From an optimization exercise on the open Yosys and OpenROAD flow, aimed at small area; shortcuts taken in it are not production practice. In this exercise RTL edits were held to simulation tests only and were not proved equivalent to the original. The clock port is modelled as an ideal driver; clocking choices that lean on that would not hold on a real chip.

`flow/config.mk`:
```
export PLATFORM = sky130hd
export DESIGN_NAME = apb_convolver
export DESIGN_NICKNAME = apb_convolver
export VERILOG_FILES = /design/flow/design.v
export SDC_FILE = /design/flow/constraint.sdc
export NUM_CORES = 4
export LEC_CHECK = 0
export ABC_AREA = 1
export CAP_MARGIN = 20
export CORE_MARGIN = 2
export CORE_UTILIZATION = 40
export SLEW_MARGIN = 20
```
`flow/constraint.sdc`:
```
create_clock -name core_clock -period 10.0 [get_ports {HCLK}]
set_input_delay 2.0000 -clock core_clock [delete_from_list [all_inputs] [get_ports {HCLK}]]
set_output_delay 2.0000 -clock core_clock [all_outputs]
set_load 0.01 [all_outputs]
```
`flow/design.v`:
```
module ksum(
    input  logic [11:0] a,
    input  logic [7:0] w0,
    input  logic [1:0] d0,
    input  logic [7:0] w1,
    input  logic [1:0] d1,
    input  logic [7:0] w2,
    input  logic [1:0] d2,
    input  logic [7:0] w3,
    input  logic [1:0] d3,
    input  logic [7:0] w4,
    input  logic [1:0] d4,
    input  logic [7:0] w5,
    input  logic [1:0] d5,
    input  logic [7:0] w6,
    input  logic [1:0] d6,
    input  logic [7:0] w7,
    input  logic [1:0] d7,
    input  logic [7:0] w8,
    input  logic [1:0] d8,
    output logic [13:0] s);
    wire pp1;
    assign pp1 = w1[0] & d1[0];
    wire pp2;
    assign pp2 = w1[0] & d1[1];
    wire pp3;
    assign pp3 = w1[1] & d1[0];
    wire pp4;
    assign pp4 = w1[1] & d1[1];
    wire pp5;
    assign pp5 = w1[2] & d1[0];
    wire pp6;
    assign pp6 = w1[2] & d1[1];
    wire pp7;
    assign pp7 = w1[3] & d1[0];
    wire pp8;
    assign pp8 = w1[3] & d1[1];
    wire pp9;
    assign pp9 = w1[4] & d1[0];
    wire pp10;
    assign pp10 = w1[4] & d1[1];
    wire pp11;
    assign pp11 = w1[5] & d1[0];
    wire pp12;
    assign pp12 = w1[5] & d1[1];
    wire pp13;
    assign pp13 = w1[6] & d1[0];
    wire pp14;
    assign pp14 = w1[6] & d1[1];
    wire pp15;
    assign pp15 = w1[7] & d1[0];
    wire pp16;
    assign pp16 = w1[7] & d1[1];
    wire pp17;
    assign pp17 = w2[0] & d2[0];
    wire pp18;
    assign pp18 = w2[0] & d2[1];
    wire pp19;
    assign pp19 = w2[1] & d2[0];
    wire pp20;
    assign pp20 = w2[1] & d2[1];
    wire pp21;
    assign pp21 = w2[2] & d2[0];
    wire pp22;
    assign pp22 = w2[2] & d2[1];
    wire pp23;
    assign pp23 = w2[3] & d2[0];
    wire pp24;
    assign pp24 = w2[3] & d2[1];
    wire pp25;
    assign pp25 = w2[4] & d2[0];
    wire pp26;
    assign pp26 = w2[4] & d2[1];
    wire pp27;
    assign pp27 = w2[5] & d2[0];
    wire pp28;
    assign pp28 = w2[5] & d2[1];
    wire pp29;
    assign pp29 = w2[6] & d2[0];
    wire pp30;
    assign pp30 = w2[6] & d2[1];
    wire pp31;
    assign pp31 = w2[7] & d2[0];
    wire pp32;
    assign pp32 = w2[7] & d2[1];
    wire pp33;
    assign pp33 = w4[0] & d4[0];
    wire pp34;
    assign pp34 = w4[0] & d4[1];
    wire pp35;
    assign pp35 = w4[1] & d4[0];
    wire pp36;
    assign pp36 = w4[1] & d4[1];
    wire pp37;
    assign pp37 = w4[2] & d4[0];
    wire pp38;
    assign pp38 = w4[2] & d4[1];
    wire pp39;
    assign pp39 = w4[3] & d4[0];
    wire pp40;
    assign pp40 = w4[3] & d4[1];
    wire pp41;
    assign pp41 = w4[4] & d4[0];
    wire pp42;
    assign pp42 = w4[4] & d4[1];
    wire pp43;
    assign pp43 = w4[5] & d4[0];
    wire pp44;
    assign pp44 = w4[5] & d4[1];
    wire pp45;
    assign pp45 = w4[6] & d4[0];
    wire pp46;
    assign pp46 = w4[6] & d4[1];
    wire pp47;
    assign pp47 = w4[7] & d4[0];
    wire pp48;
    assign pp48 = w4[7] & d4[1];
    wire pp49;
    assign pp49 = w5[0] & d5[0];
    wire pp50;
    assign pp50 = w5[0] & d5[1];
    wire pp51;
    assign pp51 = w5[1] & d5[0];
    wire pp52;
    assign pp52 = w5[1] & d5[1];
    wire pp53;
    assign pp53 = w5[2] & d5[0];
    wire pp54;
    assign pp54 = w5[2] & d5[1];
    wire pp55;
    assign pp55 = w5[3] & d5[0];
    wire pp56;
    assign pp56 = w5[3] & d5[1];
    wire pp57;
    assign pp57 = w5[4] & d5[0];
    wire pp58;
    assign pp58 = w5[4] & d5[1];
    wire pp59;
    assign pp59 = w5[5] & d5[0];
    wire pp60;
    assign pp60 = w5[5] & d5[1];
    wire pp61;
    assign pp61 = w5[6] & d5[0];
    wire pp62;
    assign pp62 = w5[6] & d5[1];
    wire pp63;
    assign pp63 = w5[7] & d5[0];
    wire pp64;
    assign pp64 = w5[7] & d5[1];
    wire pp65;
    assign pp65 = w7[0] & d7[0];
    wire pp66;
    assign pp66 = w7[0] & d7[1];
    wire pp67;
    assign pp67 = w7[1] & d7[0];
    wire pp68;
    assign pp68 = w7[1] & d7[1];
    wire pp69;
    assign pp69 = w7[2] & d7[0];
    wire pp70;
    assign pp70 = w7[2] & d7[1];
    wire pp71;
    assign pp71 = w7[3] & d7[0];
    wire pp72;
    assign pp72 = w7[3] & d7[1];
    wire pp73;
    assign pp73 = w7[4] & d7[0];
    wire pp74;
    assign pp74 = w7[4] & d7[1];
    wire pp75;
    assign pp75 = w7[5] & d7[0];
    wire pp76;
    assign pp76 = w7[5] & d7[1];
    wire pp77;
    assign pp77 = w7[6] & d7[0];
    wire pp78;
    assign pp78 = w7[6] & d7[1];
    wire pp79;
    assign pp79 = w7[7] & d7[0];
    wire pp80;
    assign pp80 = w7[7] & d7[1];
    wire pp81;
    assign pp81 = w8[0] & d8[0];
    wire pp82;
    assign pp82 = w8[0] & d8[1];
    wire pp83;
    assign pp83 = w8[1] & d8[0];
    wire pp84;
    assign pp84 = w8[1] & d8[1];
    wire pp85;
    assign pp85 = w8[2] & d8[0];
    wire pp86;
    assign pp86 = w8[2] & d8[1];
    wire pp87;
    assign pp87 = w8[3] & d8[0];
    wire pp88;
    assign pp88 = w8[3] & d8[1];
    wire pp89;
    assign pp89 = w8[4] & d8[0];
    wire pp90;
    assign pp90 = w8[4] & d8[1];
    wire pp91;
    assign pp91 = w8[5] & d8[0];
    wire pp92;
    assign pp92 = w8[5] & d8[1];
    wire pp93;
    assign pp93 = w8[6] & d8[0];
    wire pp94;
    assign pp94 = w8[6] & d8[1];
    wire pp95;
    assign pp95 = w8[7] & d8[0];
    wire pp96;
    assign pp96 = w8[7] & d8[1];
    wire pp97;
    assign pp97 = w0[0] & d0[0];
    wire pp98;
    assign pp98 = w0[0] & d0[1];
    wire pp99;
    assign pp99 = w0[1] & d0[0];
    wire pp100;
    assign pp100 = w0[1] & d0[1];
    wire pp101;
    assign pp101 = w0[2] & d0[0];
    wire pp102;
    assign pp102 = w0[2] & d0[1];
    wire pp103;
    assign pp103 = w0[3] & d0[0];
    wire pp104;
    assign pp104 = w0[3] & d0[1];
    wire pp105;
    assign pp105 = w0[4] & d0[0];
    wire pp106;
    assign pp106 = w0[4] & d0[1];
    wire pp107;
    assign pp107 = w0[5] & d0[0];
    wire pp108;
    assign pp108 = w0[5] & d0[1];
    wire pp109;
    assign pp109 = w0[6] & d0[0];
    wire pp110;
    assign pp110 = w0[6] & d0[1];
    wire pp111;
    assign pp111 = w0[7] & d0[0];
    wire pp112;
    assign pp112 = w0[7] & d0[1];
    wire pp113;
    assign pp113 = w3[0] & d3[0];
    wire pp114;
    assign pp114 = w3[0] & d3[1];
    wire pp115;
    assign pp115 = w3[1] & d3[0];
    wire pp116;
    assign pp116 = w3[1] & d3[1];
    wire pp117;
    assign pp117 = w3[2] & d3[0];
    wire pp118;
    assign pp118 = w3[2] & d3[1];
    wire pp119;
    assign pp119 = w3[3] & d3[0];
    wire pp120;
    assign pp120 = w3[3] & d3[1];
    wire pp121;
    assign pp121 = w3[4] & d3[0];
    wire pp122;
    assign pp122 = w3[4] & d3[1];
    wire pp123;
    assign pp123 = w3[5] & d3[0];
    wire pp124;
    assign pp124 = w3[5] & d3[1];
    wire pp125;
    assign pp125 = w3[6] & d3[0];
    wire pp126;
    assign pp126 = w3[6] & d3[1];
    wire pp127;
    assign pp127 = w3[7] & d3[0];
    wire pp128;
    assign pp128 = w3[7] & d3[1];
    wire pp129;
    assign pp129 = w6[0] & d6[0];
    wire pp130;
    assign pp130 = w6[0] & d6[1];
    wire pp131;
    assign pp131 = w6[1] & d6[0];
    wire pp132;
    assign pp132 = w6[1] & d6[1];
    wire pp133;
    assign pp133 = w6[2] & d6[0];
    wire pp134;
    assign pp134 = w6[2] & d6[1];
    wire pp135;
    assign pp135 = w6[3] & d6[0];
    wire pp136;
    assign pp136 = w6[3] & d6[1];
    wire pp137;
    assign pp137 = w6[4] & d6[0];
    wire pp138;
    assign pp138 = w6[4] & d6[1];
    wire pp139;
    assign pp139 = w6[5] & d6[0];
    wire pp140;
    assign pp140 = w6[5] & d6[1];
    wire pp141;
    assign pp141 = w6[6] & d6[0];
    wire pp142;
    assign pp142 = w6[6] & d6[1];
    wire pp143;
    assign pp143 = w6[7] & d6[0];
    wire pp144;
    assign pp144 = w6[7] & d6[1];
    wire s145;
    wire c146;
    assign s145 = a[1] ^ pp2 ^ pp3;
    assign c146 = (a[1] & pp2) | (pp3 & (a[1] ^ pp2));
    wire s147;
    wire c148;
    assign s147 = pp18 ^ pp19 ^ pp34;
    assign c148 = (pp18 & pp19) | (pp34 & (pp18 ^ pp19));
    wire s149;
    wire c150;
    assign s149 = pp35 ^ pp50 ^ pp51;
    assign c150 = (pp35 & pp50) | (pp51 & (pp35 ^ pp50));
    wire s151;
    wire c152;
    assign s151 = a[2] ^ pp4 ^ pp5;
    assign c152 = (a[2] & pp4) | (pp5 & (a[2] ^ pp4));
    wire s153;
    wire c154;
    assign s153 = pp20 ^ pp21 ^ pp36;
    assign c154 = (pp20 & pp21) | (pp36 & (pp20 ^ pp21));
    wire s155;
    wire c156;
    assign s155 = pp37 ^ pp52 ^ pp53;
    assign c156 = (pp37 & pp52) | (pp53 & (pp37 ^ pp52));
    wire s157;
    wire c158;
    assign s157 = pp68 ^ pp69 ^ pp84;
    assign c158 = (pp68 & pp69) | (pp84 & (pp68 ^ pp69));
    wire s159;
    wire c160;
    assign s159 = pp85 ^ pp100;
    assign c160 = pp85 & pp100;
    wire s161;
    wire c162;
    assign s161 = a[3] ^ pp6 ^ pp7;
    assign c162 = (a[3] & pp6) | (pp7 & (a[3] ^ pp6));
    wire s163;
    wire c164;
    assign s163 = pp22 ^ pp23 ^ pp38;
    assign c164 = (pp22 & pp23) | (pp38 & (pp22 ^ pp23));
    wire s165;
    wire c166;
    assign s165 = pp39 ^ pp54 ^ pp55;
    assign c166 = (pp39 & pp54) | (pp55 & (pp39 ^ pp54));
    wire s167;
    wire c168;
    assign s167 = pp70 ^ pp71 ^ pp86;
    assign c168 = (pp70 & pp71) | (pp86 & (pp70 ^ pp71));
    wire s169;
    wire c170;
    assign s169 = pp87 ^ pp102 ^ pp103;
    assign c170 = (pp87 & pp102) | (pp103 & (pp87 ^ pp102));
    wire s171;
    wire c172;
    assign s171 = pp118 ^ pp119;
    assign c172 = pp118 & pp119;
    wire s173;
    wire c174;
    assign s173 = a[4] ^ pp8 ^ pp9;
    assign c174 = (a[4] & pp8) | (pp9 & (a[4] ^ pp8));
    wire s175;
    wire c176;
    assign s175 = pp24 ^ pp25 ^ pp40;
    assign c176 = (pp24 & pp25) | (pp40 & (pp24 ^ pp25));
    wire s177;
    wire c178;
    assign s177 = pp41 ^ pp56 ^ pp57;
    assign c178 = (pp41 & pp56) | (pp57 & (pp41 ^ pp56));
    wire s179;
    wire c180;
    assign s179 = pp72 ^ pp73 ^ pp88;
    assign c180 = (pp72 & pp73) | (pp88 & (pp72 ^ pp73));
    wire s181;
    wire c182;
    assign s181 = pp89 ^ pp104 ^ pp105;
    assign c182 = (pp89 & pp104) | (pp105 & (pp89 ^ pp104));
    wire s183;
    wire c184;
    assign s183 = pp120 ^ pp121 ^ pp136;
    assign c184 = (pp120 & pp121) | (pp136 & (pp120 ^ pp121));
    wire s185;
    wire c186;
    assign s185 = a[5] ^ pp10 ^ pp11;
    assign c186 = (a[5] & pp10) | (pp11 & (a[5] ^ pp10));
    wire s187;
    wire c188;
    assign s187 = pp26 ^ pp27 ^ pp42;
    assign c188 = (pp26 & pp27) | (pp42 & (pp26 ^ pp27));
    wire s189;
    wire c190;
    assign s189 = pp43 ^ pp58 ^ pp59;
    assign c190 = (pp43 & pp58) | (pp59 & (pp43 ^ pp58));
    wire s191;
    wire c192;
    assign s191 = pp74 ^ pp75 ^ pp90;
    assign c192 = (pp74 & pp75) | (pp90 & (pp74 ^ pp75));
    wire s193;
    wire c194;
    assign s193 = pp91 ^ pp106 ^ pp107;
    assign c194 = (pp91 & pp106) | (pp107 & (pp91 ^ pp106));
    wire s195;
    wire c196;
    assign s195 = pp122 ^ pp123 ^ pp138;
    assign c196 = (pp122 & pp123) | (pp138 & (pp122 ^ pp123));
    wire s197;
    wire c198;
    assign s197 = a[6] ^ pp12 ^ pp13;
    assign c198 = (a[6] & pp12) | (pp13 & (a[6] ^ pp12));
    wire s199;
    wire c200;
    assign s199 = pp28 ^ pp29 ^ pp44;
    assign c200 = (pp28 & pp29) | (pp44 & (pp28 ^ pp29));
    wire s201;
    wire c202;
    assign s201 = pp45 ^ pp60 ^ pp61;
    assign c202 = (pp45 & pp60) | (pp61 & (pp45 ^ pp60));
    wire s203;
    wire c204;
    assign s203 = pp76 ^ pp77 ^ pp92;
    assign c204 = (pp76 & pp77) | (pp92 & (pp76 ^ pp77));
    wire s205;
    wire c206;
    assign s205 = pp93 ^ pp108 ^ pp109;
    assign c206 = (pp93 & pp108) | (pp109 & (pp93 ^ pp108));
    wire s207;
    wire c208;
    assign s207 = pp124 ^ pp125 ^ pp140;
    assign c208 = (pp124 & pp125) | (pp140 & (pp124 ^ pp125));
    wire s209;
    wire c210;
    assign s209 = a[7] ^ pp14 ^ pp15;
    assign c210 = (a[7] & pp14) | (pp15 & (a[7] ^ pp14));
    wire s211;
    wire c212;
    assign s211 = pp30 ^ pp31 ^ pp46;
    assign c212 = (pp30 & pp31) | (pp46 & (pp30 ^ pp31));
    wire s213;
    wire c214;
    assign s213 = pp47 ^ pp62 ^ pp63;
    assign c214 = (pp47 & pp62) | (pp63 & (pp47 ^ pp62));
    wire s215;
    wire c216;
    assign s215 = pp78 ^ pp79 ^ pp94;
    assign c216 = (pp78 & pp79) | (pp94 & (pp78 ^ pp79));
    wire s217;
    wire c218;
    assign s217 = pp95 ^ pp110 ^ pp111;
    assign c218 = (pp95 & pp110) | (pp111 & (pp95 ^ pp110));
    wire s219;
    wire c220;
    assign s219 = pp126 ^ pp127 ^ pp142;
    assign c220 = (pp126 & pp127) | (pp142 & (pp126 ^ pp127));
    wire s221;
    wire c222;
    assign s221 = a[8] ^ pp16 ^ pp32;
    assign c222 = (a[8] & pp16) | (pp32 & (a[8] ^ pp16));
    wire s223;
    wire c224;
    assign s223 = pp48 ^ pp64;
    assign c224 = pp48 & pp64;
    wire s225;
    wire c226;
    assign s225 = a[0] ^ pp1;
    assign c226 = a[0] & pp1;
    wire s227;
    wire c228;
    assign s227 = pp66 ^ pp67 ^ pp82;
    assign c228 = (pp66 & pp67) | (pp82 & (pp66 ^ pp67));
    wire s229;
    wire c230;
    assign s229 = pp83 ^ pp98 ^ pp99;
    assign c230 = (pp83 & pp98) | (pp99 & (pp83 ^ pp98));
    wire s231;
    wire c232;
    assign s231 = pp114 ^ pp115;
    assign c232 = pp114 & pp115;
    wire s233;
    wire c234;
    assign s233 = pp101 ^ pp116 ^ pp117;
    assign c234 = (pp101 & pp116) | (pp117 & (pp101 ^ pp116));
    wire s235;
    wire c236;
    assign s235 = pp132 ^ pp133 ^ s151;
    assign c236 = (pp132 & pp133) | (s151 & (pp132 ^ pp133));
    wire s237;
    wire c238;
    assign s237 = s153 ^ s155 ^ s157;
    assign c238 = (s153 & s155) | (s157 & (s153 ^ s155));
    wire s239;
    wire c240;
    assign s239 = s159 ^ c146;
    assign c240 = s159 & c146;
    wire s241;
    wire c242;
    assign s241 = pp134 ^ pp135 ^ s161;
    assign c242 = (pp134 & pp135) | (s161 & (pp134 ^ pp135));
    wire s243;
    wire c244;
    assign s243 = s163 ^ s165 ^ s167;
    assign c244 = (s163 & s165) | (s167 & (s163 ^ s165));
    wire s245;
    wire c246;
    assign s245 = s169 ^ s171 ^ c152;
    assign c246 = (s169 & s171) | (c152 & (s169 ^ s171));
    wire s247;
    wire c248;
    assign s247 = c154 ^ c156 ^ c158;
    assign c248 = (c154 & c156) | (c158 & (c154 ^ c156));
    wire s249;
    wire c250;
    assign s249 = pp137 ^ s173 ^ s175;
    assign c250 = (pp137 & s173) | (s175 & (pp137 ^ s173));
    wire s251;
    wire c252;
    assign s251 = s177 ^ s179 ^ s181;
    assign c252 = (s177 & s179) | (s181 & (s177 ^ s179));
    wire s253;
    wire c254;
    assign s253 = s183 ^ c162 ^ c164;
    assign c254 = (s183 & c162) | (c164 & (s183 ^ c162));
    wire s255;
    wire c256;
    assign s255 = c166 ^ c168 ^ c170;
    assign c256 = (c166 & c168) | (c170 & (c166 ^ c168));
    wire s257;
    wire c258;
    assign s257 = pp139 ^ s185 ^ s187;
    assign c258 = (pp139 & s185) | (s187 & (pp139 ^ s185));
    wire s259;
    wire c260;
    assign s259 = s189 ^ s191 ^ s193;
    assign c260 = (s189 & s191) | (s193 & (s189 ^ s191));
    wire s261;
    wire c262;
    assign s261 = s195 ^ c174 ^ c176;
    assign c262 = (s195 & c174) | (c176 & (s195 ^ c174));
    wire s263;
    wire c264;
    assign s263 = c178 ^ c180 ^ c182;
    assign c264 = (c178 & c180) | (c182 & (c178 ^ c180));
    wire s265;
    wire c266;
    assign s265 = pp141 ^ s197 ^ s199;
    assign c266 = (pp141 & s197) | (s199 & (pp141 ^ s197));
    wire s267;
    wire c268;
    assign s267 = s201 ^ s203 ^ s205;
    assign c268 = (s201 & s203) | (s205 & (s201 ^ s203));
    wire s269;
    wire c270;
    assign s269 = s207 ^ c186 ^ c188;
    assign c270 = (s207 & c186) | (c188 & (s207 ^ c186));
    wire s271;
    wire c272;
    assign s271 = c190 ^ c192 ^ c194;
    assign c272 = (c190 & c192) | (c194 & (c190 ^ c192));
    wire s273;
    wire c274;
    assign s273 = pp143 ^ s209 ^ s211;
    assign c274 = (pp143 & s209) | (s211 & (pp143 ^ s209));
    wire s275;
    wire c276;
    assign s275 = s213 ^ s215 ^ s217;
    assign c276 = (s213 & s215) | (s217 & (s213 ^ s215));
    wire s277;
    wire c278;
    assign s277 = s219 ^ c198 ^ c200;
    assign c278 = (s219 & c198) | (c200 & (s219 ^ c198));
    wire s279;
    wire c280;
    assign s279 = c202 ^ c204 ^ c206;
    assign c280 = (c202 & c204) | (c206 & (c202 ^ c204));
    wire s281;
    wire c282;
    assign s281 = pp80 ^ pp96 ^ pp112;
    assign c282 = (pp80 & pp96) | (pp112 & (pp80 ^ pp96));
    wire s283;
    wire c284;
    assign s283 = pp128 ^ pp144 ^ s221;
    assign c284 = (pp128 & pp144) | (s221 & (pp128 ^ pp144));
    wire s285;
    wire c286;
    assign s285 = s223 ^ c210 ^ c212;
    assign c286 = (s223 & c210) | (c212 & (s223 ^ c210));
    wire s287;
    wire c288;
    assign s287 = c214 ^ c216 ^ c218;
    assign c288 = (c214 & c216) | (c218 & (c214 ^ c216));
    wire s289;
    wire c290;
    assign s289 = pp17 ^ pp33 ^ pp49;
    assign c290 = (pp17 & pp33) | (pp49 & (pp17 ^ pp33));
    wire s291;
    wire c292;
    assign s291 = pp65 ^ pp81;
    assign c292 = pp65 & pp81;
    wire s293;
    wire c294;
    assign s293 = pp130 ^ pp131 ^ s145;
    assign c294 = (pp130 & pp131) | (s145 & (pp130 ^ pp131));
    wire s295;
    wire c296;
    assign s295 = s147 ^ s149 ^ s227;
    assign c296 = (s147 & s149) | (s227 & (s147 ^ s149));
    wire s297;
    wire c298;
    assign s297 = s229 ^ s231;
    assign c298 = s229 & s231;
    wire s299;
    wire c300;
    assign s299 = c148 ^ c150 ^ s233;
    assign c300 = (c148 & c150) | (s233 & (c148 ^ c150));
    wire s301;
    wire c302;
    assign s301 = s235 ^ s237 ^ s239;
    assign c302 = (s235 & s237) | (s239 & (s235 ^ s237));
    wire s303;
    wire c304;
    assign s303 = c228 ^ c230 ^ c232;
    assign c304 = (c228 & c230) | (c232 & (c228 ^ c230));
    wire s305;
    wire c306;
    assign s305 = c160 ^ s241 ^ s243;
    assign c306 = (c160 & s241) | (s243 & (c160 ^ s241));
    wire s307;
    wire c308;
    assign s307 = s245 ^ s247 ^ c234;
    assign c308 = (s245 & s247) | (c234 & (s245 ^ s247));
    wire s309;
    wire c310;
    assign s309 = c236 ^ c238 ^ c240;
    assign c310 = (c236 & c238) | (c240 & (c236 ^ c238));
    wire s311;
    wire c312;
    assign s311 = c172 ^ s249 ^ s251;
    assign c312 = (c172 & s249) | (s251 & (c172 ^ s249));
    wire s313;
    wire c314;
    assign s313 = s253 ^ s255 ^ c242;
    assign c314 = (s253 & s255) | (c242 & (s253 ^ s255));
    wire s315;
    wire c316;
    assign s315 = c244 ^ c246 ^ c248;
    assign c316 = (c244 & c246) | (c248 & (c244 ^ c246));
    wire s317;
    wire c318;
    assign s317 = c184 ^ s257 ^ s259;
    assign c318 = (c184 & s257) | (s259 & (c184 ^ s257));
    wire s319;
    wire c320;
    assign s319 = s261 ^ s263 ^ c250;
    assign c320 = (s261 & s263) | (c250 & (s261 ^ s263));
    wire s321;
    wire c322;
    assign s321 = c252 ^ c254 ^ c256;
    assign c322 = (c252 & c254) | (c256 & (c252 ^ c254));
    wire s323;
    wire c324;
    assign s323 = c196 ^ s265 ^ s267;
    assign c324 = (c196 & s265) | (s267 & (c196 ^ s265));
    wire s325;
    wire c326;
    assign s325 = s269 ^ s271 ^ c258;
    assign c326 = (s269 & s271) | (c258 & (s269 ^ s271));
    wire s327;
    wire c328;
    assign s327 = c260 ^ c262 ^ c264;
    assign c328 = (c260 & c262) | (c264 & (c260 ^ c262));
    wire s329;
    wire c330;
    assign s329 = c208 ^ s273 ^ s275;
    assign c330 = (c208 & s273) | (s275 & (c208 ^ s273));
    wire s331;
    wire c332;
    assign s331 = s277 ^ s279 ^ c266;
    assign c332 = (s277 & s279) | (c266 & (s277 ^ s279));
    wire s333;
    wire c334;
    assign s333 = c268 ^ c270 ^ c272;
    assign c334 = (c268 & c270) | (c272 & (c268 ^ c270));
    wire s335;
    wire c336;
    assign s335 = c220 ^ s281 ^ s283;
    assign c336 = (c220 & s281) | (s283 & (c220 ^ s281));
    wire s337;
    wire c338;
    assign s337 = s285 ^ s287 ^ c274;
    assign c338 = (s285 & s287) | (c274 & (s285 ^ s287));
    wire s339;
    wire c340;
    assign s339 = c276 ^ c278 ^ c280;
    assign c340 = (c276 & c278) | (c280 & (c276 ^ c278));
    wire s341;
    wire c342;
    assign s341 = a[9] ^ c222 ^ c224;
    assign c342 = (a[9] & c222) | (c224 & (a[9] ^ c222));
    wire s343;
    wire c344;
    assign s343 = c282 ^ c284 ^ c286;
    assign c344 = (c282 & c284) | (c286 & (c282 ^ c284));
    wire s345;
    wire c346;
    assign s345 = pp97 ^ pp113 ^ pp129;
    assign c346 = (pp97 & pp113) | (pp129 & (pp97 ^ pp113));
    wire s347;
    wire c348;
    assign s347 = c226 ^ s293 ^ s295;
    assign c348 = (c226 & s293) | (s295 & (c226 ^ s293));
    wire s349;
    wire c350;
    assign s349 = s297 ^ c290;
    assign c350 = s297 & c290;
    wire s351;
    wire c352;
    assign s351 = s299 ^ s301 ^ s303;
    assign c352 = (s299 & s301) | (s303 & (s299 ^ s301));
    wire s353;
    wire c354;
    assign s353 = c294 ^ c296 ^ c298;
    assign c354 = (c294 & c296) | (c298 & (c294 ^ c296));
    wire s355;
    wire c356;
    assign s355 = s305 ^ s307 ^ s309;
    assign c356 = (s305 & s307) | (s309 & (s305 ^ s307));
    wire s357;
    wire c358;
    assign s357 = c300 ^ c302 ^ c304;
    assign c358 = (c300 & c302) | (c304 & (c300 ^ c302));
    wire s359;
    wire c360;
    assign s359 = s311 ^ s313 ^ s315;
    assign c360 = (s311 & s313) | (s315 & (s311 ^ s313));
    wire s361;
    wire c362;
    assign s361 = c306 ^ c308 ^ c310;
    assign c362 = (c306 & c308) | (c310 & (c306 ^ c308));
    wire s363;
    wire c364;
    assign s363 = s317 ^ s319 ^ s321;
    assign c364 = (s317 & s319) | (s321 & (s317 ^ s319));
    wire s365;
    wire c366;
    assign s365 = c312 ^ c314 ^ c316;
    assign c366 = (c312 & c314) | (c316 & (c312 ^ c314));
    wire s367;
    wire c368;
    assign s367 = s323 ^ s325 ^ s327;
    assign c368 = (s323 & s325) | (s327 & (s323 ^ s325));
    wire s369;
    wire c370;
    assign s369 = c318 ^ c320 ^ c322;
    assign c370 = (c318 & c320) | (c322 & (c318 ^ c320));
    wire s371;
    wire c372;
    assign s371 = s329 ^ s331 ^ s333;
    assign c372 = (s329 & s331) | (s333 & (s329 ^ s331));
    wire s373;
    wire c374;
    assign s373 = c324 ^ c326 ^ c328;
    assign c374 = (c324 & c326) | (c328 & (c324 ^ c326));
    wire s375;
    wire c376;
    assign s375 = s335 ^ s337 ^ s339;
    assign c376 = (s335 & s337) | (s339 & (s335 ^ s337));
    wire s377;
    wire c378;
    assign s377 = c330 ^ c332 ^ c334;
    assign c378 = (c330 & c332) | (c334 & (c330 ^ c332));
    wire s379;
    wire c380;
    assign s379 = c288 ^ s341 ^ s343;
    assign c380 = (c288 & s341) | (s343 & (c288 ^ s341));
    wire s381;
    wire c382;
    assign s381 = c336 ^ c338 ^ c340;
    assign c382 = (c336 & c338) | (c340 & (c336 ^ c338));
    wire s383;
    wire c384;
    assign s383 = a[10] ^ c342;
    assign c384 = a[10] & c342;
    wire s385;
    wire c386;
    assign s385 = s225 ^ s289;
    assign c386 = s225 & s289;
    wire s387;
    wire c388;
    assign s387 = c292 ^ s347 ^ s349;
    assign c388 = (c292 & s347) | (s349 & (c292 ^ s347));
    wire s389;
    wire c390;
    assign s389 = s351 ^ s353 ^ c348;
    assign c390 = (s351 & s353) | (c348 & (s351 ^ s353));
    wire s391;
    wire c392;
    assign s391 = s355 ^ s357 ^ c352;
    assign c392 = (s355 & s357) | (c352 & (s355 ^ s357));
    wire s393;
    wire c394;
    assign s393 = s359 ^ s361 ^ c356;
    assign c394 = (s359 & s361) | (c356 & (s359 ^ s361));
    wire s395;
    wire c396;
    assign s395 = s363 ^ s365 ^ c360;
    assign c396 = (s363 & s365) | (c360 & (s363 ^ s365));
    wire s397;
    wire c398;
    assign s397 = s367 ^ s369 ^ c364;
    assign c398 = (s367 & s369) | (c364 & (s367 ^ s369));
    wire s399;
    wire c400;
    assign s399 = s371 ^ s373 ^ c368;
    assign c400 = (s371 & s373) | (c368 & (s371 ^ s373));
    wire s401;
    wire c402;
    assign s401 = s375 ^ s377 ^ c372;
    assign c402 = (s375 & s377) | (c372 & (s375 ^ s377));
    wire s403;
    wire c404;
    assign s403 = s379 ^ s381 ^ c376;
    assign c404 = (s379 & s381) | (c376 & (s379 ^ s381));
    wire s405;
    wire c406;
    assign s405 = c344 ^ s383 ^ c380;
    assign c406 = (c344 & s383) | (c380 & (c344 ^ s383));
    wire s407;
    wire c408;
    assign s407 = s291 ^ s345;
    assign c408 = s291 & s345;
    wire s409;
    wire c410;
    assign s409 = c346 ^ s387 ^ c386;
    assign c410 = (c346 & s387) | (c386 & (c346 ^ s387));
    wire s411;
    wire c412;
    assign s411 = c350 ^ s389 ^ c388;
    assign c412 = (c350 & s389) | (c388 & (c350 ^ s389));
    wire s413;
    wire c414;
    assign s413 = c354 ^ s391 ^ c390;
    assign c414 = (c354 & s391) | (c390 & (c354 ^ s391));
    wire s415;
    wire c416;
    assign s415 = c358 ^ s393 ^ c392;
    assign c416 = (c358 & s393) | (c392 & (c358 ^ s393));
    wire s417;
    wire c418;
    assign s417 = c362 ^ s395 ^ c394;
    assign c418 = (c362 & s395) | (c394 & (c362 ^ s395));
    wire s419;
    wire c420;
    assign s419 = c366 ^ s397 ^ c396;
    assign c420 = (c366 & s397) | (c396 & (c366 ^ s397));
    wire s421;
    wire c422;
    assign s421 = c370 ^ s399 ^ c398;
    assign c422 = (c370 & s399) | (c398 & (c370 ^ s399));
    wire s423;
    wire c424;
    assign s423 = c374 ^ s401 ^ c400;
    assign c424 = (c374 & s401) | (c400 & (c374 ^ s401));
    wire s425;
    wire c426;
    assign s425 = c378 ^ s403 ^ c402;
    assign c426 = (c378 & s403) | (c402 & (c378 ^ s403));
    wire s427;
    wire c428;
    assign s427 = c382 ^ s405 ^ c404;
    assign c428 = (c382 & s405) | (c404 & (c382 ^ s405));
    wire s429;
    wire c430;
    assign s429 = a[11] ^ c384 ^ c406;
    assign c430 = (a[11] & c384) | (c406 & (a[11] ^ c384));
    wire s431;
    wire c432;
    assign s431 = s385 ^ s407;
    assign c432 = s385 & s407;
    wire s433;
    wire c434;
    assign s433 = s409 ^ c408 ^ c432;
    assign c434 = (s409 & c408) | (c432 & (s409 ^ c408));
    wire s435;
    wire c436;
    assign s435 = s411 ^ c410 ^ c434;
    assign c436 = (s411 & c410) | (c434 & (s411 ^ c410));
    wire s437;
    wire c438;
    assign s437 = s413 ^ c412 ^ c436;
    assign c438 = (s413 & c412) | (c436 & (s413 ^ c412));
    wire s439;
    wire c440;
    assign s439 = s415 ^ c414 ^ c438;
    assign c440 = (s415 & c414) | (c438 & (s415 ^ c414));
    wire s441;
    wire c442;
    assign s441 = s417 ^ c416 ^ c440;
    assign c442 = (s417 & c416) | (c440 & (s417 ^ c416));
    wire s443;
    wire c444;
    assign s443 = s419 ^ c418 ^ c442;
    assign c444 = (s419 & c418) | (c442 & (s419 ^ c418));
    wire s445;
    wire c446;
    assign s445 = s421 ^ c420 ^ c444;
    assign c446 = (s421 & c420) | (c444 & (s421 ^ c420));
    wire s447;
    wire c448;
    assign s447 = s423 ^ c422 ^ c446;
    assign c448 = (s423 & c422) | (c446 & (s423 ^ c422));
    wire s449;
    wire c450;
    assign s449 = s425 ^ c424 ^ c448;
    assign c450 = (s425 & c424) | (c448 & (s425 ^ c424));
    wire s451;
    wire c452;
    assign s451 = s427 ^ c426 ^ c450;
    assign c452 = (s427 & c426) | (c450 & (s427 ^ c426));
    wire s453;
    wire c454;
    assign s453 = s429 ^ c428 ^ c452;
    assign c454 = (s429 & c428) | (c452 & (s429 ^ c428));
    wire s455;
    wire c456;
    assign s455 = c430 ^ c454;
    assign c456 = c430 & c454;
    assign s = {c456, s455, s453, s451, s449, s447, s445, s443, s441, s439, s437, s435, s433, s431};
endmodule
module apb_convolver(
    input  logic                      HCLK,
    input  logic                      HRESETn,
    input  logic               [11:0] PADDR,
    input  logic               [31:0] PWDATA,
    input  logic                      PWRITE,
    input  logic                      PSEL,
    input  logic                      PENABLE,
    output logic               [31:0] PRDATA,
    output logic                      PREADY,
    output logic                      PSLVERR,
    output logic               [3:0]  irq_o,
    output logic                      mem_wen_n,
    output logic               [10:0] mem_addr,
    output logic               [31:0] mem_wdata,
    input  logic               [31:0] mem_rdata
    );
    logic [2:0] rel_addr;
    assign rel_addr = PADDR[4:2];
    assign PREADY  = 1'b1;
    assign PSLVERR = 1'b0;
    assign irq_o   = 4'b0;
    logic wensel, shift, setup_in, display, clc, addr_increment;
    assign wensel         = PWRITE & PENABLE & PSEL;
    assign shift          = wensel & (rel_addr == 3'd3);
    assign setup_in       = PSEL & ~PENABLE & PWRITE & (rel_addr == 3'd3);
    assign display        = wensel & (rel_addr == 3'd4) &  PWDATA[0];
    assign clc            = wensel & (rel_addr == 3'd4) & ~PWDATA[0];
    assign addr_increment = ~PWRITE & PENABLE & PSEL & rel_addr[2];
    logic [31:0] qw1, qw2, qw3, q_inp, h1, h2, q_out;
    logic        q_0, q_1, q_2, q_3, q_4, pa;
    always_ff @(posedge HCLK, negedge HRESETn)
        if (~HRESETn) begin
            qw1 <= '0; qw2 <= '0; qw3 <= '0;
            q_inp <= '0; q_out <= '0;
            q_0 <= 1'b0; q_1 <= 1'b0; q_2 <= 1'b0; q_3 <= 1'b0; q_4 <= 1'b0; pa <= 1'b0;
        end else begin
            if (wensel && rel_addr == 3'd0) qw1 <= PWDATA;
            if (wensel && rel_addr == 3'd1) qw2 <= PWDATA;
            if (wensel && rel_addr == 3'd2) qw3 <= PWDATA;
            if (shift) q_inp <= PWDATA;
            if (q_4) q_out <= mem_rdata;
            q_0 <= shift;
            q_1 <= q_0;
            q_2 <= q_1 && (counter >= 5'd3) && (counter <= 5'd28);
            q_3 <= rel_addr[2];
            q_4 <= q_3;
            pa  <= setup_in;
        end
    always_comb begin
        case (rel_addr)
            3'd0: PRDATA = qw1;
            3'd1: PRDATA = qw2;
            3'd2: PRDATA = qw3;
            3'd3: PRDATA = q_inp;
            3'd5: PRDATA = q_out;
            default: PRDATA = 32'b0;
        endcase
    end
    always_ff @(posedge HCLK)
        if (shift) begin
            h1 <= q_inp;
            h2 <= h1;
        end
    localparam logic [1:0] RESET = 2'd0, CALC = 2'd1, DISPLAY = 2'd2;
    logic [1:0]  state, next_state;
    logic [10:0] address, next_address;
    logic [4:0]  counter, next_counter;
    logic        WRITEn;
    always_ff @(posedge HCLK, negedge HRESETn)
        if (~HRESETn) begin
            state   <= RESET;
            address <= '0;
            counter <= '0;
        end else begin
            state   <= next_state;
            address <= next_address;
            counter <= next_counter;
        end
    always_comb begin
        WRITEn       = 1'b1;
        next_address = address;
        next_counter = counter;
        next_state   = state;
        case (state)
            RESET: begin
                WRITEn = 1'b0;
                next_address = address + 1'b1;
                if (address == 11'd338) begin
                    next_state   = CALC;
                    next_address = '0;
                end
            end
            CALC: begin
                WRITEn = ~q_2;
                if (q_2)
                    next_address = address + 1'b1;
                else if (shift)
                    next_counter = (counter == 5'd28) ? 5'd1 : counter + 1'b1;
                else if (display) begin
                    next_address = '0;
                    next_state   = DISPLAY;
                    next_counter = '0;
                end
            end
            DISPLAY: begin
                if (addr_increment)
                    next_address = address + 1'b1;
                else if (clc) begin
                    next_address = '0;
                    next_state   = CALC;
                end
            end
            default: ;
        endcase
    end
    assign mem_wen_n = WRITEn;
    assign mem_addr  = address;
    logic ph0;
    assign ph0 = ~(pa | q_0 | q_1);
    logic [1:0] dC [4], dB [4], dA [4];    
    always_comb
        for (int k = 0; k < 4; k++) begin
            dC[k] = ({2{ph0}} & PWDATA[8*k+0 +: 2]) | ({2{pa}} & PWDATA[8*k+2 +: 2])
                  | ({2{q_0}} & q_inp[8*k+4 +: 2])  | ({2{q_1}} & q_inp[8*k+6 +: 2]);
            dB[k] = ({2{ph0}} & q_inp[8*k+0 +: 2])  | ({2{pa}} & q_inp[8*k+2 +: 2])
                  | ({2{q_0}} & h1[8*k+4 +: 2])     | ({2{q_1}} & h1[8*k+6 +: 2]);
            dA[k] = ({2{ph0}} & h1[8*k+0 +: 2])     | ({2{pa}} & h1[8*k+2 +: 2])
                  | ({2{q_0}} & h2[8*k+4 +: 2])     | ({2{q_1}} & h2[8*k+6 +: 2]);
        end
    logic [13:0] acc_up, acc_lo, nx_up, nx_lo;
    logic [1:0]  sv_up, sv_lo;
    logic [11:0] fb_up, fb_lo;
    assign fb_up = ph0 ? 12'd0 : acc_up[13:2];
    assign fb_lo = ph0 ? 12'd0 : acc_lo[13:2];
    ksum k_up (.a(fb_up), .s(nx_up),
        .w0(qw1[7:0]), .d0(dC[3]), .w1(qw1[15:8]), .d1(dB[3]), .w2(qw1[23:16]), .d2(dA[3]),
        .w3(qw2[7:0]), .d3(dC[2]), .w4(qw2[15:8]), .d4(dB[2]), .w5(qw2[23:16]), .d5(dA[2]),
        .w6(qw3[7:0]), .d6(dC[1]), .w7(qw3[15:8]), .d7(dB[1]), .w8(qw3[23:16]), .d8(dA[1]));
    ksum k_lo (.a(fb_lo), .s(nx_lo),
        .w0(qw1[7:0]), .d0(dC[2]), .w1(qw1[15:8]), .d1(dB[2]), .w2(qw1[23:16]), .d2(dA[2]),
        .w3(qw2[7:0]), .d3(dC[1]), .w4(qw2[15:8]), .d4(dB[1]), .w5(qw2[23:16]), .d5(dA[1]),
        .w6(qw3[7:0]), .d6(dC[0]), .w7(qw3[15:8]), .d7(dB[0]), .w8(qw3[23:16]), .d8(dA[0]));
    always_ff @(posedge HCLK, negedge HRESETn)
        if (~HRESETn) begin
            acc_up <= '0; acc_lo <= '0; sv_up <= '0; sv_lo <= '0;
        end else begin
            acc_up <= nx_up;
            acc_lo <= nx_lo;
            sv_up  <= acc_up[1:0];
            sv_lo  <= acc_lo[1:0];
        end
    assign mem_wdata = {acc_up, sv_up, acc_lo, sv_lo};
endmodule
```
`flow/flow/run.sh`:
```
#!/bin/bash
# Own layout flow, built on the standard ORFS flow (standard.sh):
#  1. the standard synthesis, unchanged (standard.sh synth);
#  2. flow/polarity.py rewrites the synthesised netlist's inverters: full adders are
#     self-dual and many gates have a complementary cell, so it picks their polarities to
#     need fewer inverters (registers and the logic function are unchanged);
#  3. the standard floorplan and placement, with port buffers of sky130_fd_sc_hd__buf_1
#     (instead of clkdlybuf4s50_1);
#  5. the rest of the standard flow.
# Each tool's full output goes to a log file of its own in the work folder (flow_*.log);
# ORFS's per-step logs are under orfs/logs/.
set -euo pipefail
RES=orfs/results/${FLOW_PLATFORM}/apb_convolver/base
LIB=${FLOW_HOME}/platforms/${FLOW_PLATFORM}/lib/sky130_fd_sc_hd__tt_025C_1v80.lib
BP="BUFFER_PORTS_ARGS=-buffer_cell sky130_fd_sc_hd__buf_1"

# synthesis: the standard synthesis script, with only its ABC mapping script replaced
# by flow/abc.script (area-oriented mapping); registers are mapped before ABC runs, so they
# are the standard synthesis's registers.
sed "s#log_cmd abc {\*}\$abc_args#lset abc_args [expr {[lsearch \$abc_args -script] + 1}] $PWD/flow/abc.script\n  log_cmd abc {*}\$abc_args#" \
  ${FLOW_HOME}/scripts/synth.tcl > synth_own.tcl
sed "s#source \$::env(SCRIPTS_DIR)/synth.tcl#source $PWD/synth_own.tcl#" synth_recipe.tcl > synth_recipe_own.tcl
bash standard.sh "SYNTH_SCRIPT=$PWD/synth_recipe_own.tcl" synth > flow_synth.log 2>&1
cp ${RES}/1_2_yosys.v ${RES}/1_2_yosys.standard.v
python3 flow/polarity.py ${RES}/1_2_yosys.standard.v ${RES}/1_2_yosys.pol.v ${LIB} > flow_polarity.log 2>&1
cp ${RES}/1_2_yosys.pol.v ${RES}/1_2_yosys.v
rm -f ${RES}/1_synth.odb ${RES}/1_synth.sdc

bash standard.sh "$BP" place > flow_place.log 2>&1

BASE="-sink_clustering_enable -repair_clock_nets -dont_use_dummy_load"
TRIALS=(
  "-buf_list sky130_fd_sc_hd__clkbuf_4 -sink_clustering_size 8 -sink_clustering_max_diameter 80"
  "-buf_list sky130_fd_sc_hd__clkbuf_4 -sink_clustering_size 10 -sink_clustering_max_diameter 60"
  "-buf_list sky130_fd_sc_hd__clkbuf_4 -sink_clustering_size 8 -sink_clustering_max_diameter 60"
  "-buf_list sky130_fd_sc_hd__clkbuf_8 -sink_clustering_size 14 -sink_clustering_max_diameter 60"
  "-buf_list sky130_fd_sc_hd__clkbuf_4 -sink_clustering_size 10 -sink_clustering_max_diameter 35"
  "-buf_list sky130_fd_sc_hd__clkbuf_8 -sink_clustering_size 10 -sink_clustering_max_diameter 60"
)
best_args="$BASE -buf_list sky130_fd_sc_hd__clkbuf_4"
best_area=1e9
: > flow_cts_trials.log
for i in "${!TRIALS[@]}"; do
  args="$BASE ${TRIALS[$i]}"
  line=$(CTS_TRY_ARGS="$args" CTS_TRY_ODB=${RES}/3_place.odb CTS_TRY_SDC=${RES}/3_place.sdc \
         openroad -no_init -exit flow/cts_trial.tcl 2>&1 | tee -a flow_cts_trials.log | grep CTS_TRIAL || true)
  echo "trial $i: $args -> $line" >> flow_cts_trials.log
  area=$(echo "$line" | awk '{print $3}'); slew=$(echo "$line" | awk '{print $5}')
  if [[ -n "$area" && -n "$slew" ]] && awk -v s="$slew" -v a="$area" -v b="$best_area" 'BEGIN{exit !(s < 0.112 && a < b)}'; then
    best_area=$area; best_args="$args"
  fi
done
echo "chosen: $best_args (clock cells $best_area um2)" >> flow_cts_trials.log

bash standard.sh "$BP" "CTS_ARGS=$best_args" finish > flow_layout.log 2>&1
```
`flow/flow/abc.script`:
```
strash
dch -f
amap
topo
```
`flow/flow/cts_trial.tcl`:
```
# Trial clock tree on the placed design: prints the clock cells' area and the largest
# slew at a register clock pin. Reads CTS_TRY_ARGS, CTS_TRY_ODB, CTS_TRY_SDC from the environment.
set P $::env(FLOW_HOME)/platforms/$::env(FLOW_PLATFORM)
read_lef $P/lef/sky130_fd_sc_hd.tlef
read_lef $P/lef/sky130_fd_sc_hd_merged.lef
read_liberty $P/lib/sky130_fd_sc_hd__tt_025C_1v80.lib
read_db $::env(CTS_TRY_ODB)
read_sdc $::env(CTS_TRY_SDC)
source $P/setRC.tcl
clock_tree_synthesis {*}$::env(CTS_TRY_ARGS)
set_propagated_clock [all_clocks]
estimate_parasitics -placement
set a 0
foreach inst [get_cells *] {
  set m [get_property $inst ref_name]
  if {[string match "*clkbuf*" $m] || [string match "*clkinv*" $m]} {
    set a [expr {$a + [get_property [get_lib_cells */$m] area]}]
  }
}
set mx 0
foreach pin [get_pins -hierarchical */CLK] {
  set s [get_property $pin slew_max]
  if {$s > $mx} { set mx $s }
}
puts "CTS_TRIAL area $a slew $mx"
```
`flow/flow/polarity.py`:
```
#!/usr/bin/env python3
"""Inverter-polarity optimisation of a flat sky130hd gate netlist written by Yosys.

Two kinds of cell may change the polarity of what they drive:
  - a full adder (fa) is self-dual, FA(~a,~b,~c) = (~sum, ~cout), so it may be
    "flipped": fed the complements of its inputs it drives the complements of
    its outputs;
  - a simple gate may be swapped for its complementary cell (nand2 <-> and2,
    xnor2 <-> xor2, a21oi <-> a21o, mux2i <-> mux2, ...), which has the same
    inputs and drives the complement of the output.
All of the netlist's inverters (except any that drive an output port) are
removed, a polarity is chosen for every such cell by simulated annealing to
minimise (inverter area + swapped-cell area change), and one inverter is put
back for every signal whose complement is still needed. The function of every
output and register input is unchanged; registers are untouched.

usage: polarity2.py IN.v OUT.v [LIBERTY]
"""
import re, sys, random, math
from collections import defaultdict

P = "sky130_fd_sc_hd__"
INV = P + "inv_1"
LIB = sys.argv[3] if len(sys.argv) > 3 else \
    "/OpenROAD-flow-scripts/flow/platforms/sky130hd/lib/sky130_fd_sc_hd__tt_025C_1v80.lib"
PAIRS = [("nand2_1", "Y", "and2_1", "X"), ("nand2_1", "Y", "and2_0", "X"),
         ("nor2_1", "Y", "or2_1", "X"), ("nor2_1", "Y", "or2_0", "X"),
         ("nand3_1", "Y", "and3_1", "X"), ("nor3_1", "Y", "or3_1", "X"),
         ("nand4_1", "Y", "and4_1", "X"), ("nor4_1", "Y", "or4_1", "X"),
         ("xnor2_1", "Y", "xor2_1", "X"),
         ("a21oi_1", "Y", "a21o_1", "X"), ("o21ai_0", "Y", "o21a_1", "X"),
         ("o21ai_1", "Y", "o21a_1", "X"),
         ("a22oi_1", "Y", "a22o_1", "X"), ("o22ai_1", "Y", "o22a_1", "X"),
         ("a211oi_1", "Y", "a211o_1", "X"), ("o211ai_1", "Y", "o211a_1", "X"),
         ("a31oi_1", "Y", "a31o_1", "X"), ("o31ai_1", "Y", "o31a_1", "X"),
         ("a2bb2oi_1", "Y", "a2bb2o_1", "X"), ("o2bb2ai_1", "Y", "o2bb2a_1", "X"),
         ("a21boi_0", "Y", "a21bo_1", "X"), ("o21bai_1", "Y", "o21ba_1", "X"),
         ("mux2i_1", "Y", "mux2_1", "X")]
SWAP = {}
for a, pa, b, pb in PAIRS:
    SWAP.setdefault(P + a, (P + b, pa, pb))
    SWAP.setdefault(P + b, (P + a, pb, pa))
AREA = {}
_n = None
for l in open(LIB):
    mm = re.match(r'\s*cell\s*\(\s*"?(\w+)"?\s*\)', l)
    if mm:
        _n = mm.group(1)
    mm = re.match(r'\s*area\s*:\s*([\d.]+)', l)
    if mm and _n:
        AREA[_n] = float(mm.group(1)); _n = None
INV_AREA = AREA[INV]

src = open(sys.argv[1]).read()
m = re.search(r"^module\s+(\w+)\s*\((.*?)\);", src, re.S | re.M)
head_end = m.end()
endm = src.rindex("endmodule")
body = src[head_end:endm]
inst_re = re.compile(r"^\s*(sky130_fd_sc_hd__\w+)\s+(\S+)\s*\((.*?)\);\s*$", re.S | re.M)
pin_re = re.compile(r"\.(\w+)\(\s*(.*?)\s*\)\s*(?:,|$)", re.S)
cells = []
for im in inst_re.finditer(body):
    cells.append([im.group(1), im.group(2), [(p, n.strip()) for p, n in pin_re.findall(im.group(3))]])
first_inst = inst_re.search(body).start()
decls = body[:first_inst]
assert inst_re.sub("", body[first_inst:]).strip() == ""
port_dir = {}
for d, rng, names in re.findall(r"^\s*(input|output|inout)\s+(\[[^\]]*\])?\s*([^;]+);", decls, re.M):
    for n in names.split(","):
        port_dir[n.strip()] = d
def port_kind(net):
    return port_dir.get(net.split("[")[0].strip())

OUTPINS = {"X", "Y", "Q", "Q_N", "SUM", "COUT", "HI", "LO", "GCLK"}
def is_const(n):
    return n == "" or n.startswith("1'b") or n.startswith("'")

inv_of = {}
n_inv = 0
for c in cells:
    if c[0].startswith(P + "inv_") or c[0].startswith(P + "clkinv_"):
        n_inv += 1
        pins = dict(c[2])
        if port_kind(pins["Y"]) != "output":
            inv_of[pins["Y"]] = pins["A"]
def root(net):
    par = 0
    while net in inv_of:
        net = inv_of[net]; par ^= 1
    return net, par
def removed(c):
    return (c[0].startswith(P + "inv_") or c[0].startswith(P + "clkinv_")) and dict(c[2])["Y"] in inv_of

# nodes: fa cells (flip inputs and outputs) and swappable gates (flip output)
is_fa = {}
node_out = {}      # cell idx -> list of output nets
drv_node = {}      # net -> cell idx whose polarity sets it
swap_gain = {}     # cell idx -> area change when flipped
for i, c in enumerate(cells):
    typ = c[0]
    if typ.startswith(P + "fa_"):
        outs = [n for p, n in c[2] if p in ("SUM", "COUT")]
        if any(port_kind(n) == "output" for n in outs):
            continue
        is_fa[i] = True
        node_out[i] = outs
        swap_gain[i] = 0.0
    elif typ in SWAP:
        outs = [n for p, n in c[2] if p in OUTPINS]
        if len(outs) != 1 or port_kind(outs[0]) == "output":
            continue
        is_fa[i] = False
        node_out[i] = outs
        swap_gain[i] = AREA[SWAP[typ][0]] - AREA[typ]
    else:
        continue
    for n in node_out[i]:
        drv_node[n] = i
nodes = list(node_out)

uses = defaultdict(list)    # root -> [(cell idx, parity)]
in_roots = defaultdict(set)
for i, c in enumerate(cells):
    if removed(c):
        continue
    for p, n in c[2]:
        if p in OUTPINS or is_const(n):
            continue
        r, par = root(n)
        uses[r].append((i, par))
        if is_fa.get(i):
            in_roots[i].add(r)
flip = defaultdict(int)
def need(r):
    ph = flip[drv_node[r]] if r in drv_node else 0
    for i, par in uses[r]:
        if par ^ (flip[i] if is_fa.get(i) else 0) ^ ph:
            return 1
    return 0
touch = {i: set(node_out[i]) | in_roots[i] for i in nodes}
def local(i):
    return sum(need(r) for r in touch[i]) * INV_AREA + (swap_gain[i] if flip[i] else 0.0)
cost = sum(need(r) for r in uses) * INV_AREA
start = cost
random.seed(1)
best = cost; best_flip = dict(flip)
T = 2.0
steps = 200 * len(nodes)
for s in range(steps):
    T = 2.0 * (1 - s / steps) + 0.01
    i = random.choice(nodes)
    c0 = local(i)
    flip[i] ^= 1
    d = local(i) - c0
    if d <= 0 or random.random() < math.exp(-d / T):
        cost += d
        if cost < best - 1e-9:
            best = cost; best_flip = dict(flip)
    else:
        flip[i] ^= 1
flip = defaultdict(int, best_flip)
improved = True
while improved:
    improved = False
    for i in nodes:
        c0 = local(i); flip[i] ^= 1
        if local(i) < c0 - 1e-9:
            improved = True
        else:
            flip[i] ^= 1
ninv = sum(need(r) for r in uses)
dswap = sum(swap_gain[i] for i in nodes if flip[i])
sys.stderr.write(f"polarity: {n_inv} inverters in, {ninv} out; {sum(1 for i in nodes if flip[i] and is_fa[i])} fa flipped, "
                 f"{sum(1 for i in nodes if flip[i] and not is_fa[i])} gates swapped (area {dswap:+.1f}); "
                 f"net area change {(ninv - n_inv) * INV_AREA + dswap:+.1f} um2\n")

newdecl, inv_net = [], {}
def comp_net(r):
    if r not in inv_net:
        nn = f"_pol{len(inv_net) + 1}_"
        inv_net[r] = nn
        newdecl.append(f"  wire {nn};\n")
    return inv_net[r]
out_cells = []
for i, c in enumerate(cells):
    if removed(c):
        continue
    typ, name, pl = c
    if flip[i] and not is_fa.get(i, True):
        newtyp, oldpin, newpin = SWAP[typ]
        typ = newtyp
        pl = [(newpin if p == oldpin else p, n) for p, n in pl]
    npl = []
    for p, n in pl:
        if p in OUTPINS or is_const(n):
            npl.append((p, n)); continue
        r, par = root(n)
        ph = flip[drv_node[r]] if r in drv_node else 0
        q = par ^ (flip[i] if is_fa.get(i) else 0) ^ ph
        npl.append((p, comp_net(r) if q else r))
    out_cells.append((typ, name, npl))
for k, (r, nn) in enumerate(inv_net.items()):
    ph = flip[drv_node[r]] if r in drv_node else 0
    out_cells.append((INV, f"_polinv{k + 1}_", [("A", r), ("Y", nn)]))
def esc(n):
    return n + " " if n.startswith("\\") else n
def fmt(c):
    typ, name, pl = c
    return f"  {typ} {esc(name)} (\n" + ",\n".join(f"    .{p}({esc(n)})" for p, n in pl) + "\n  );\n"
open(sys.argv[2], "w").write(src[:head_end] + decls + "".join(newdecl) + "".join(fmt(c) for c in out_cells) + src[endm:])
```
`flow/standard.sh`:
```
#!/bin/bash
# synth_recipe.tcl (not shown) runs the flow's synth.tcl, then flattens the netlist and writes it again
# the make line also repeats each setting of config.mk as NAME=value (left out here)
make -C /OpenROAD-flow-scripts/flow DESIGN_CONFIG=/design/flow/config.mk WORK_HOME=/design/flow/orfs CLKGATE_MAP_FILE= SYNTH_SCRIPT=/design/flow/synth_recipe.tcl "${@:-finish}"
```
==> run_summary.xml <==
<?xml version="1.0" encoding="UTF-8"?>
<metrics>
  <group name="layout">
    <metric name="layout.cells.non_filler" unit="">2466</metric>
    <metric name="multi_input_area" unit="µm²">10400</metric>
    <metric name="drive_above_1_share" unit="">0.0678</metric>
    <metric name="final_core_utilization" unit="">0.454</metric>
    <metric name="synthToLayoutAreaGrowth" unit="%">12.3</metric>
    <metric name="regArea" unit="µm²">6850</metric>
    <metric name="finish.net_count" unit="">2275</metric>
    <metric name="final.fill_count" unit="">4348</metric>
  </group>
  <group name="floorplanning">
    <metric name="design.portCount" unit="">163</metric>
    <metric name="fp.dieArea" unit="µm²">46300</metric>
    <metric name="floorplan.rows" unit="">77</metric>
    <metric name="die_h" unit="µm">215</metric>
    <metric name="start_util" unit="">0.404</metric>
    <metric name="die-width" unit="µm">215</metric>
    <metric name="core-area" unit="µm²">44100</metric>
  </group>
  <group name="route">
    <metric name="drt_first_pass_iters" unit="">6</metric>
    <metric name="drc_errors" unit="">0</metric>
    <metric name="met3_length" unit="µm">4590</metric>
    <metric name="wl_met2" unit="µm">25700</metric>
    <metric name="route.final.wire_length" unit="µm">56000</metric>
    <metric name="met1Wirelength" unit="µm">23000</metric>
    <metric name="drt_iter0_markers" unit="">1290</metric>
    <metric name="post_drt_via_cell_ratio" unit="">5.46</metric>
    <metric name="topRoutingLayerUsed" unit="">met5</metric>
    <metric name="wl_per_cell" unit="µm">22.7</metric>
    <metric name="detail-route-antenna-nets" unit="">0</metric>
    <metric name="detailroute.via_count" unit="">13500</metric>
  </group>
  <group name="synthesis">
    <metric name="synth.cell_area" unit="µm²">17800</metric>
    <metric name="yosysWarnings" unit="">7</metric>
    <metric name="synth_cells" unit="">1613</metric>
    <metric name="avgSynthCellArea" unit="µm²">11.1</metric>
  </group>
  <group name="sta">
    <metric name="min_period_over_period" unit="">0.960</metric>
    <metric name="fmax" unit="GHz">0.104</metric>
    <metric name="worst-slew-pin-transition" unit="ns">0.930</metric>
    <metric name="minimum_clock_period_after_layout" unit="ns">9.60</metric>
    <metric name="timing.clock.skew" unit="ns">0.0612</metric>
    <metric name="grt_setup_unrepaired" unit="">no</metric>
    <metric name="timing.final.setup_violations" unit="">0</metric>
    <metric name="maxSlewViolCount" unit="">0</metric>
    <metric name="worst_slew_margin_relative_to_its_limit" unit="">0.380</metric>
    <metric name="hold_viol" unit="">0</metric>
  </group>
  <group name="worst_setup_path">
    <metric name="critical_path_class" unit="">reg -&gt; reg</metric>
    <metric name="setup.worst_path.start_class" unit="">flop</metric>
    <metric name="end_kind" unit="">flop</metric>
    <metric name="worst_path_fanout_max" unit="">16</metric>
    <metric name="cp_data_arrival_time" unit="ns">10.21</metric>
    <metric name="required" unit="ns">10.60</metric>
  </group>
  <group name="job">
    <metric name="drv.max_cap_violation_count" unit="">0</metric>
  </group>
  <group name="min_path">
    <metric name="holdCritPathClass" unit="">reg -&gt; reg</metric>
  </group>
  <group name="placement">
    <metric name="place.detailed.hpwl" unit="µm">42700</metric>
    <metric name="gp_routability_congestion" unit="">0.898</metric>
    <metric name="port_buffer_count" unit="">147</metric>
    <metric name="cell_count_after_placement" unit="">2424</metric>
  </group>
  <group name="global_route">
    <metric name="grt_max_degree" unit="">73</metric>
    <metric name="gr-total-overflow" unit="">0</metric>
    <metric name="vias_in_the_first_global_route" unit="">14100</metric>
    <metric name="grt_antenna_before_repair" unit="">5</metric>
    <metric name="first_pass_grt_wire_length" unit="µm">85900</metric>
    <metric name="global_route.usage.total" unit="">0.249</metric>
  </group>
  <group name="clock_network">
    <metric name="cts-hold-fix-buffers" unit="">0</metric>
    <metric name="tritoncts" unit="">built</metric>
    <metric name="cts.reportedPaths.clkPinSlew" unit="ns">0.10</metric>
    <metric name="cts.sink_count" unit="">264</metric>
    <metric name="number_of_cts_inserted_buffers" unit="">40</metric>
    <metric name="worstSkewPairLatency" unit="ns">0.77</metric>
    <metric name="cts.repair.resized" unit="">0</metric>
    <metric name="postCtsSetupBuffers" unit="">0</metric>
  </group>
  <group name="status">
    <metric name="result_of_the_run" unit="">complete, no violations</metric>
  </group>
</metrics>
-- flip-flops by register name (all words and copies together), names as in the netlist --
signal   cells
h1          32
q_4          1
q_2          1
state        2
q_0          1
counter      5
sv_lo        2
acc_lo      14
q_inp       32
sv_up        2
pa           1
q_3          1
qw1         32
qw2         32
qw3         32
acc_up      14
q_out       32
q_1          1
address     11
h2          16
-- final cells by class --
type                    count  share of cell area
inverters                 171              0.0321
clock buffers              40              0.0150
multi-input cells        1176               0.518
repair buffers            221              0.0555
diodes                      2            0.000250
flip-flops and latches    264               0.342
well taps                 592              0.0370
-- routing by layer --
metal,GRT usage,up-vias
li1,-,5877
met1,0.345,6877
met2,0.383,590
met3,0.0466,116
met4,0.114,4
met5,0,-
-- cells in the final DEF (no fill, tap or decap), types with 5 or more instances in the layout --
cell,count
sky130_fd_sc_hd__a21oi_1,145
sky130_fd_sc_hd__nor2b_1,13
sky130_fd_sc_hd__a221oi_2,5
sky130_fd_sc_hd__dfrtp_1,216
sky130_fd_sc_hd__nand2_1,6
sky130_fd_sc_hd__clkbuf_4,41
sky130_fd_sc_hd__buf_4,74
sky130_fd_sc_hd__inv_1,166
sky130_fd_sc_hd__nor2_1,455
sky130_fd_sc_hd__fa_1,284
sky130_fd_sc_hd__nand3_1,8
sky130_fd_sc_hd__o22ai_1,51
sky130_fd_sc_hd__conb_1,6
sky130_fd_sc_hd__o22a_1,16
sky130_fd_sc_hd__nor3_1,5
sky130_fd_sc_hd__ha_1,36
sky130_fd_sc_hd__a211oi_1,10
sky130_fd_sc_hd__a221oi_1,43
sky130_fd_sc_hd__edfxtp_1,48
sky130_fd_sc_hd__buf_1,146
sky130_fd_sc_hd__and2_1,16
sky130_fd_sc_hd__o21ai_0,37
sky130_fd_sc_hd__a222oi_1,8
-- per-stage QoR --
step / setup TNS (ns) / setup WS, ns / instance area, µm² / hold slack, ns
3_3_place_gp: 0 / 0.0193 / 19700 / 0.332
5_1_grt: 0 / 0.0431 / 20000 / 0.355
3_5_place_dp: -0.0548 / -0.0278 / 19700 / 0.339
2_1_floorplan: 0 / 0.0331 / 17900 / 0.331
6_report: 0 / 0.396 / 20000 / 0.361
4_1_cts: 0 / 0.293 / 20000 / 0.359
-- worst paths after layout --
kind                       slack, ns     from    endpoint  depth (start not counted)
setup / recovery                0.40       pa  acc_lo[12]                         23
hold / removal                  0.36      q_3         q_4                          0
setup reg to reg                0.40       pa  acc_lo[12]                         23
hold reg to reg                 0.36      q_3         q_4                          0
max in group asynchronous       6.69  HRESETn      qw3[8]                          3
min in group asynchronous       1.29  HRESETn     qw1[14]                          1
-- critical path: stages (launching register included) --
cell,delay (ns)
sky130_fd_sc_hd__dfrtp_1,0.70
sky130_fd_sc_hd__nor3_4,0.09
sky130_fd_sc_hd__inv_1,0.35
sky130_fd_sc_hd__o22ai_1,0.16
sky130_fd_sc_hd__a221oi_1,0.25
sky130_fd_sc_hd__buf_4,0.33
sky130_fd_sc_hd__nor2_1,0.10
sky130_fd_sc_hd__fa_1,0.52
sky130_fd_sc_hd__fa_1,0.60
sky130_fd_sc_hd__fa_1,0.46
sky130_fd_sc_hd__fa_1,0.50
sky130_fd_sc_hd__fa_1,0.58
sky130_fd_sc_hd__fa_1,0.45
sky130_fd_sc_hd__fa_1,0.44
sky130_fd_sc_hd__fa_1,0.40
sky130_fd_sc_hd__fa_1,0.41
sky130_fd_sc_hd__fa_1,0.42
sky130_fd_sc_hd__fa_1,0.41
sky130_fd_sc_hd__fa_1,0.41
sky130_fd_sc_hd__fa_1,0.42
sky130_fd_sc_hd__fa_1,0.40
sky130_fd_sc_hd__fa_1,0.39
sky130_fd_sc_hd__fa_1,0.38
sky130_fd_sc_hd__ha_1,0.28

port drivers added, routing unchanged:
Ports are ideal in the flow. The routed layout listed here was re-timed in OpenROAD.
Step 1 (the two cells are an assumption about what drives the block):
set clk [get_ports {HCLK}]
set_driving_cell -lib_cell sky130_fd_sc_hd__clkbuf_16 $clk
set_driving_cell -lib_cell sky130_fd_sc_hd__buf_2 [delete_from_list [all_inputs] $clk]
Step 2 moves the port delays by t, midway between the first and last clock arrival at a register: inputs arrive t later, outputs are due t later. That takes back most of the time a late clock gives input paths.
Three values: ideal ports, drivers, drivers and shift; two values: the first two.
t, ns: 0.787
setup slack, ns: 0.396 / 0.396 / -0.005
latest minus earliest clock arrival (ns): 0.061 / 0.061
cell pins on the clock port's net: 1
Met with ideal ports but missed after step 2: setup timing in this run. The setup slack of this run moves by 0.000 ns with the drivers and by -0.401 ns with both steps.
